This is an optimization exercise on Yosys and OpenROAD, whose aim is small area and a short achievable clock period, not a production implementation. Where RTL was checked, it was by simulation tests only, not by an equivalence proof against the original. No activity file was given, so power comes from the tool's default toggle rates.

==> v2 <==
Design alu, start of the top module:
module alu #(
    parameter DATA_WIDTH = 32,
    parameter INST_WIDTH = 4
)(
    input                   i_clk,
    input                   i_rst_n,
    input  [DATA_WIDTH-1:0] i_data_a,
    input  [DATA_WIDTH-1:0] i_data_b,
    input  [INST_WIDTH-1:0] i_inst,
    input                   i_valid,
    output [DATA_WIDTH-1:0] o_data,
    output                  o_overflow,
    output                  o_valid
);
wire [31:0] a  = i_data_a;
wire [31:0] b  = i_data_b;
wire [3:0]  op = i_inst;
wire is_mul = i_valid & ((op == 4'd2) | (op == 4'd7));
wire addop  = i_valid & ((op == 4'd0) | (op == 4'd1) | (op == 4'd5) | (op == 4'd6));
wire sub    = i_valid & ((op == 4'd1) | (op == 4'd6));
wire addp   = addop & ~sub;
wire [32:0] bx = {b, 1'b0};
wire [15:0] bt_one, bt_two, bt_neg;
genvar gi;
generate
    for (gi = 0; gi < 16; gi = gi + 1) begin : g_enc
        assign bt_one[gi] = bx[2*gi+1] ^ bx[2*gi];
        assign bt_two[gi] = (bx[2*gi+2] & ~bx[2*gi+1] & ~bx[2*gi]) |
                            (~bx[2*gi+2] & bx[2*gi+1] & bx[2*gi]);
        assign bt_neg[gi] = bx[2*gi+2] & ~(bx[2*gi+1] & bx[2*gi]);
    end
endgenerate
wire lt_u;
ltu u_ltu (.a(a), .b(b), .lt(lt_u));
wire lt_s = a[31] ^ b[31] ^ lt_u;
wire lt = op[3] ? lt_u : lt_s;           
wire mx = (op == 4'd3) | (op == 4'd8);
wire mn = (op == 4'd4) | (op == 4'd9);
  ...
Settings: LEC_CHECK=0, CAP_MARGIN=20, CORE_MARGIN=2, CORE_UTILIZATION=45, PLACE_DENSITY=0.6, SETUP_SLACK_MARGIN=5, SLEW_MARGIN=20, SYNTH_HIERARCHICAL=1, SYNTH_MINIMUM_KEEP_SIZE=0; clock period 13.0 ns.
standard.sh (not shown) runs the stock make flow with config.mk's settings and CLKGATE_MAP_FILE= SYNTH_SCRIPT=/design/flow/synth_recipe.tcl, a recipe that flattens the netlist after the stock synthesis.
==> flow/flow/run.sh <==
#!/bin/bash
# The standard ORFS layout (standard synthesis included), except that the
# port buffers are plain buffers (buf_4) rather than the delay cell that
# buffer_ports picks on its own; every port still gets its buffer.
set -uo pipefail
export BUFFER_PORTS_ARGS="-buffer_cell sky130_fd_sc_hd__buf_4"
bash standard.sh finish > flow_make.log 2>&1
status=$?
cp -r orfs/logs flow_logs 2>/dev/null || true
exit $status
==> v23 (differences from v2) <==
--- a/flow/design.v
+++ b/flow/design.v
@@ -28,27 +28,25 @@
         assign bt_two[gi] = (bx[2*gi+2] & ~bx[2*gi+1] & ~bx[2*gi]) |
                             (~bx[2*gi+2] & bx[2*gi+1] & bx[2*gi]);
         assign bt_neg[gi] = bx[2*gi+2] & ~(bx[2*gi+1] & bx[2*gi]);
     end
 endgenerate
-wire lt_u;
-ltu u_ltu (.a(a), .b(b), .lt(lt_u));
-wire lt_s = a[31] ^ b[31] ^ lt_u;
-wire lt = op[3] ? lt_u : lt_s;           
+wire lt;
+ltcmp u_lt (.a(a), .b(b), .sgn(~op[3]), .lt(lt));
 wire mx = (op == 4'd3) | (op == 4'd8);
 wire mn = (op == 4'd4) | (op == 4'd9);
-wire sel_a = (mx & ~lt) | (mn & lt);
-wire sel_b = (mx & lt) | (mn & ~lt);
-wire e11 = i_valid & (sel_a | sel_b | (op == 4'd10) | (op == 4'd11));
-wire e10 = i_valid & (sel_a | (op == 4'd11) | (op == 4'd12));
-wire e01 = i_valid & (sel_b | (op == 4'd11) | (op == 4'd12) | (op == 4'd13));
+wire e11 = i_valid & (mx | mn | (op == 4'd10) | (op == 4'd11)) | addop;
+wire k10 = i_valid & ((op == 4'd11) | (op == 4'd12)) | addop;
+wire k01 = i_valid & ((op == 4'd11) | (op == 4'd12) | (op == 4'd13));
+wire e10 = k10 | (i_valid & (lt ? mn : mx));
+wire e01 = k01 | (i_valid & (lt ? mx : mn));
 wire e00 = i_valid & (op == 4'd13);
 wire erev = i_valid & (op == 4'd14);
 wire [31:0] lg;
 logic_unit u_lg (.a(a), .b(b), .e11(e11), .e10(e10), .e01(e01), .e00(e00),
                  .erev(erev), .d(lg));
-wire [31:0] ax = (a & {32{addop}}) | lg;
+wire [31:0] ax = lg;
 wire [31:0] by = (b & {32{addp}}) | (~b & {32{sub}});
 wire [95:0] cs_w;
 wire pp0_0 = ((bt_one[0] & a[0])) ^ bt_neg[0];
 wire pp0_1 = ((bt_one[0] & a[1]) | (bt_two[0] & a[0])) ^ bt_neg[0];
 wire pp0_2 = ((bt_one[0] & a[2]) | (bt_two[0] & a[1])) ^ bt_neg[0];
@@ -1121,12 +1119,40 @@
 assign c31 = gg32;
 assign p31 = p0[31];
 assign g31 = g0[31];
 assign q32 = p0[32];
 endmodule
-module ltu (input [31:0] a, input [31:0] b, output lt);
-assign lt = a < b;
+module ltcmp (input [31:0] a, input [31:0] b, input sgn, output lt);
+wire [31:0] g0, e0;
+assign g0[30:0] = ~a[30:0] & b[30:0];
+assign e0[30:0] = ~(a[30:0] ^ b[30:0]);
+assign g0[31] = sgn ? (a[31] & ~b[31]) : (~a[31] & b[31]);
+assign e0[31] = ~(a[31] ^ b[31]);
+wire [15:0] g1, e1;
+wire [7:0]  g2, e2;
+wire [3:0]  g3, e3;
+wire [1:0]  g4, e4;
+genvar i;
+generate
+    for (i = 0; i < 16; i = i + 1) begin : l1
+        assign g1[i] = g0[2*i+1] | (e0[2*i+1] & g0[2*i]);
+        assign e1[i] = e0[2*i+1] & e0[2*i];
+    end
+    for (i = 0; i < 8; i = i + 1) begin : l2
+        assign g2[i] = g1[2*i+1] | (e1[2*i+1] & g1[2*i]);
+        assign e2[i] = e1[2*i+1] & e1[2*i];
+    end
+    for (i = 0; i < 4; i = i + 1) begin : l3
+        assign g3[i] = g2[2*i+1] | (e2[2*i+1] & g2[2*i]);
+        assign e3[i] = e2[2*i+1] & e2[2*i];
+    end
+    for (i = 0; i < 2; i = i + 1) begin : l4
+        assign g4[i] = g3[2*i+1] | (e3[2*i+1] & g3[2*i]);
+        assign e4[i] = e3[2*i+1] & e3[2*i];
+    end
+endgenerate
+assign lt = g4[1] | (e4[1] & g4[0]);
 endmodule
 module mulov (
     input  [31:0] a, b,
     input         sgn,
     output        ge32, ge31
==> flow/flow/run.sh (replaced) <==
#!/bin/bash
# The standard ORFS layout (standard synthesis included), with two
# changes to how it is made:
#  - the port buffers are plain buffers (buf_4) rather than the delay cell
#    that buffer_ports picks on its own; every port still gets its buffer;
set -uo pipefail
MARGIN=7
export BUFFER_PORTS_ARGS="-buffer_cell sky130_fd_sc_hd__buf_4"
bash standard.sh SETUP_SLACK_MARGIN=$MARGIN finish > flow_make.log 2>&1
status=$?
cp -r orfs/logs flow_logs 2>/dev/null || true
exit $status
Settings changed: SETUP_SLACK_MARGIN 5 to default.
==> v17 (differences from v2) <==
--- a/flow/design.v
+++ b/flow/design.v
@@ -36,19 +36,19 @@
 wire lt = op[3] ? lt_u : lt_s;           
 wire mx = (op == 4'd3) | (op == 4'd8);
 wire mn = (op == 4'd4) | (op == 4'd9);
 wire sel_a = (mx & ~lt) | (mn & lt);
 wire sel_b = (mx & lt) | (mn & ~lt);
-wire e11 = i_valid & (sel_a | sel_b | (op == 4'd10) | (op == 4'd11));
-wire e10 = i_valid & (sel_a | (op == 4'd11) | (op == 4'd12));
+wire e11 = i_valid & (sel_a | sel_b | (op == 4'd10) | (op == 4'd11)) | addop;
+wire e10 = i_valid & (sel_a | (op == 4'd11) | (op == 4'd12)) | addop;
 wire e01 = i_valid & (sel_b | (op == 4'd11) | (op == 4'd12) | (op == 4'd13));
 wire e00 = i_valid & (op == 4'd13);
 wire erev = i_valid & (op == 4'd14);
 wire [31:0] lg;
 logic_unit u_lg (.a(a), .b(b), .e11(e11), .e10(e10), .e01(e01), .e00(e00),
                  .erev(erev), .d(lg));
-wire [31:0] ax = (a & {32{addop}}) | lg;
+wire [31:0] ax = lg;
 wire [31:0] by = (b & {32{addp}}) | (~b & {32{sub}});
 wire [95:0] cs_w;
 wire pp0_0 = ((bt_one[0] & a[0])) ^ bt_neg[0];
 wire pp0_1 = ((bt_one[0] & a[1]) | (bt_two[0] & a[0])) ^ bt_neg[0];
 wire pp0_2 = ((bt_one[0] & a[2]) | (bt_two[0] & a[1])) ^ bt_neg[0];
==> flow/flow/run.sh (replaced) <==
#!/bin/bash
# The standard ORFS layout (standard synthesis included), with two
# changes to how it is made:
#  - the port buffers are plain buffers (buf_4) rather than the delay cell
#    that buffer_ports picks on its own; every port still gets its buffer;
set -uo pipefail
MARGIN=6.75
export BUFFER_PORTS_ARGS="-buffer_cell sky130_fd_sc_hd__buf_4"
bash standard.sh SETUP_SLACK_MARGIN=$MARGIN finish > flow_make.log 2>&1
status=$?
cp -r orfs/logs flow_logs 2>/dev/null || true
exit $status
Settings changed: SETUP_SLACK_MARGIN 5 to default.
==> comparison <==
Global-route usage: v17 is lower than v2 (0.85 points). Of v23 and v2, v2 has the higher area after synthesis (gap about 0.4%, measured against v2). Design area, highest first: v23, v17, v2. Of v17 and v2, v2 has the higher sequential power (gap about 1%, measured against v2).
==> figures <==
	v17	v23	v2
Xor/xnor cell area share of the yosys netlist	15.2%	15.2%	15.2%
Highest Clock Rate	162 MHz	163 MHz	153 MHz
Net Count, Synth	2404	2403	2414
Sequential element share of the synthesized area	13.9%	13.9%	13.8%
Power consumed by sequential cells	0.000413 W	0.000416 W	0.000417 W
Cell area after placement	20300 µm²	20400 µm²	20400 µm²
Status	complete, no violations	complete, no violations	complete, no violations
Combinational-cell power consumption	0.00221 W	0.00228 W	0.00224 W
Post-layout net count	2382	2387	2363
Drt initial violations	1735	1656	1786
The RTL of v23 was laid out without a check of its function.

* * *

==> run a <==
Another version of the RTL of alu (not shown whole).
// alu
module alu #(
    parameter DATA_WIDTH = 32,
    parameter INST_WIDTH = 4
)(
    input                   i_clk,
    input                   i_rst_n,
    input  [DATA_WIDTH-1:0] i_data_a,
    input  [DATA_WIDTH-1:0] i_data_b,
    input  [INST_WIDTH-1:0] i_inst,
    input                   i_valid,
    output [DATA_WIDTH-1:0] o_data,
    output                  o_overflow,
    output                  o_valid
);
Settings: LEC_CHECK=0, CAP_MARGIN=20, CORE_MARGIN=2, CORE_UTILIZATION=45, PLACE_DENSITY=0.6, SLEW_MARGIN=20, SYNTH_HIERARCHICAL=1, SYNTH_MINIMUM_KEEP_SIZE=0; clock period 13.0 ns.
==> flow/flow/run.sh <==
#!/bin/bash
# The standard ORFS layout (standard synthesis included), with two
# changes to how it is made:
#  - the port buffers are plain buffers (buf_4) rather than the delay cell
#    that buffer_ports picks on its own; every port still gets its buffer;
set -uo pipefail
MARGIN=7
export BUFFER_PORTS_ARGS="-buffer_cell sky130_fd_sc_hd__buf_4"
bash standard.sh SETUP_SLACK_MARGIN=$MARGIN finish > flow_make.log 2>&1
status=$?
cp -r orfs/logs flow_logs 2>/dev/null || true
exit $status
==> inputs of run b, as changes to run a <==
--- a/flow/design.v
+++ b/flow/design.v
@@ -33,25 +33,25 @@
 wire lt_u;
 ltu u_ltu (.a(a), .b(b), .lt(lt_u));
 wire lt_s = a[31] ^ b[31] ^ lt_u;
 wire lt = op[3] ? lt_u : lt_s;           
 wire mx = (op == 4'd3) | (op == 4'd8);
 wire mn = (op == 4'd4) | (op == 4'd9);
 wire sel_a = (mx & ~lt) | (mn & lt);
 wire sel_b = (mx & lt) | (mn & ~lt);
-wire e11 = i_valid & (sel_a | sel_b | (op == 4'd10) | (op == 4'd11)) | addop;
-wire e10 = i_valid & (sel_a | (op == 4'd11) | (op == 4'd12)) | addop;
+wire e11 = i_valid & (sel_a | sel_b | (op == 4'd10) | (op == 4'd11));
+wire e10 = i_valid & (sel_a | (op == 4'd11) | (op == 4'd12));
 wire e01 = i_valid & (sel_b | (op == 4'd11) | (op == 4'd12) | (op == 4'd13));
 wire e00 = i_valid & (op == 4'd13);
 wire erev = i_valid & (op == 4'd14);
 wire [31:0] lg;
 logic_unit u_lg (.a(a), .b(b), .e11(e11), .e10(e10), .e01(e01), .e00(e00),
                  .erev(erev), .d(lg));
-wire [31:0] ax = lg;
+wire [31:0] ax = (a & {32{addop}}) | lg;
 wire [31:0] by = (b & {32{addp}}) | (~b & {32{sub}});
 wire [95:0] cs_w;
 wire pp0_0 = ((bt_one[0] & a[0])) ^ bt_neg[0];
 wire pp0_1 = ((bt_one[0] & a[1]) | (bt_two[0] & a[0])) ^ bt_neg[0];
 wire pp0_2 = ((bt_one[0] & a[2]) | (bt_two[0] & a[1])) ^ bt_neg[0];
 wire pp0_3 = ((bt_one[0] & a[3]) | (bt_two[0] & a[2])) ^ bt_neg[0];
 wire pp0_4 = ((bt_one[0] & a[4]) | (bt_two[0] & a[3])) ^ bt_neg[0];
 wire pp0_5 = ((bt_one[0] & a[5]) | (bt_two[0] & a[4])) ^ bt_neg[0];
==> flow/flow/run.sh (replaced) <==
#!/bin/bash
# The standard ORFS layout (standard synthesis included), with two
# changes to how it is made:
#  - the port buffers are plain buffers (buf_4) rather than the delay cell
#    that buffer_ports picks on its own; every port still gets its buffer;
set -uo pipefail
MARGIN=7.5
export BUFFER_PORTS_ARGS="-buffer_cell sky130_fd_sc_hd__buf_4"
bash standard.sh SETUP_SLACK_MARGIN=$MARGIN finish > flow_make.log 2>&1
status=$?
cp -r orfs/logs flow_logs 2>/dev/null || true
exit $status
==> flow_metrics.tcl <==
set metrics [dict create \
    cp_data_arrival_time_ns 3.47 \
    crit_fanout 5 \
    max_clock_freq_mhz 165 \
    tightest_slew_ns 1.15 \
    status "complete, no violations" \
    total_power_mw 2.89 \
    synth_xor_area_share_pct 15.5 \
    place_inst 2523 \
    nNetsFinal 2440 \
    syn-cell-area_um2 19200 \
    power_switching_share_pct 47.4 \
    met2WireLength_um 33000 \
    grt_pass1_vias 17000 \
]
(the above is from run a)
==> flow_metrics.tcl <==
set metrics [dict create \
    cp_data_arrival_time_ns 3.61 \
    tightest_slew_ns 1.04 \
    status "complete, no violations" \
    synth_xor_area_share_pct 15.3 \
    nNetsFinal 2534 \
    max_clock_freq_mhz 161 \
    total_power_mw 3.08 \
    met2WireLength_um 34700 \
    syn-cell-area_um2 19300 \
]
(the above is from run b)
Only the layout flow was run in run a; the RTL was not checked for function there.

-- port drivers added, routing unchanged --
In the flow no input, the clock included, has a driving cell. The finished layouts below were timed again as built, in two steps. Step 1, drivers: a clkbuf_16 drives i_clk and a buf_2 each remaining input, both assumed. Step 2 moves the port delays by t, midway between the first and last clock arrival at a register: inputs arrive t later, outputs are due t later. That takes back most of the time a late clock gives input paths. Three values: ideal, step 1, step 2; two values: the first two.
run | t, ns | setup WS [ns] | hold WS [ns]
v2 | 0.444 | 6.466 / 6.411 / 6.058 | 2.239 / 2.216 / 2.660
v23 | 0.432 | 6.854 / 6.801 / 6.595 | 2.240 / 2.212 / 2.644
v17 | 0.446 | 6.813 / 6.822 / 6.403 | 2.271 / 2.233 / 2.679
run a | 0.434 | 6.934 / 6.880 / 6.579 | 1.974 / 1.944 / 2.378
run b | 0.422 | 6.787 / 6.737 / 6.612 | 1.984 / 1.963 / 2.385
After both steps every run listed still meets setup and hold. The setup slack of v17, which loses most, moves by +0.009 ns with the drivers and by -0.410 ns with both steps.
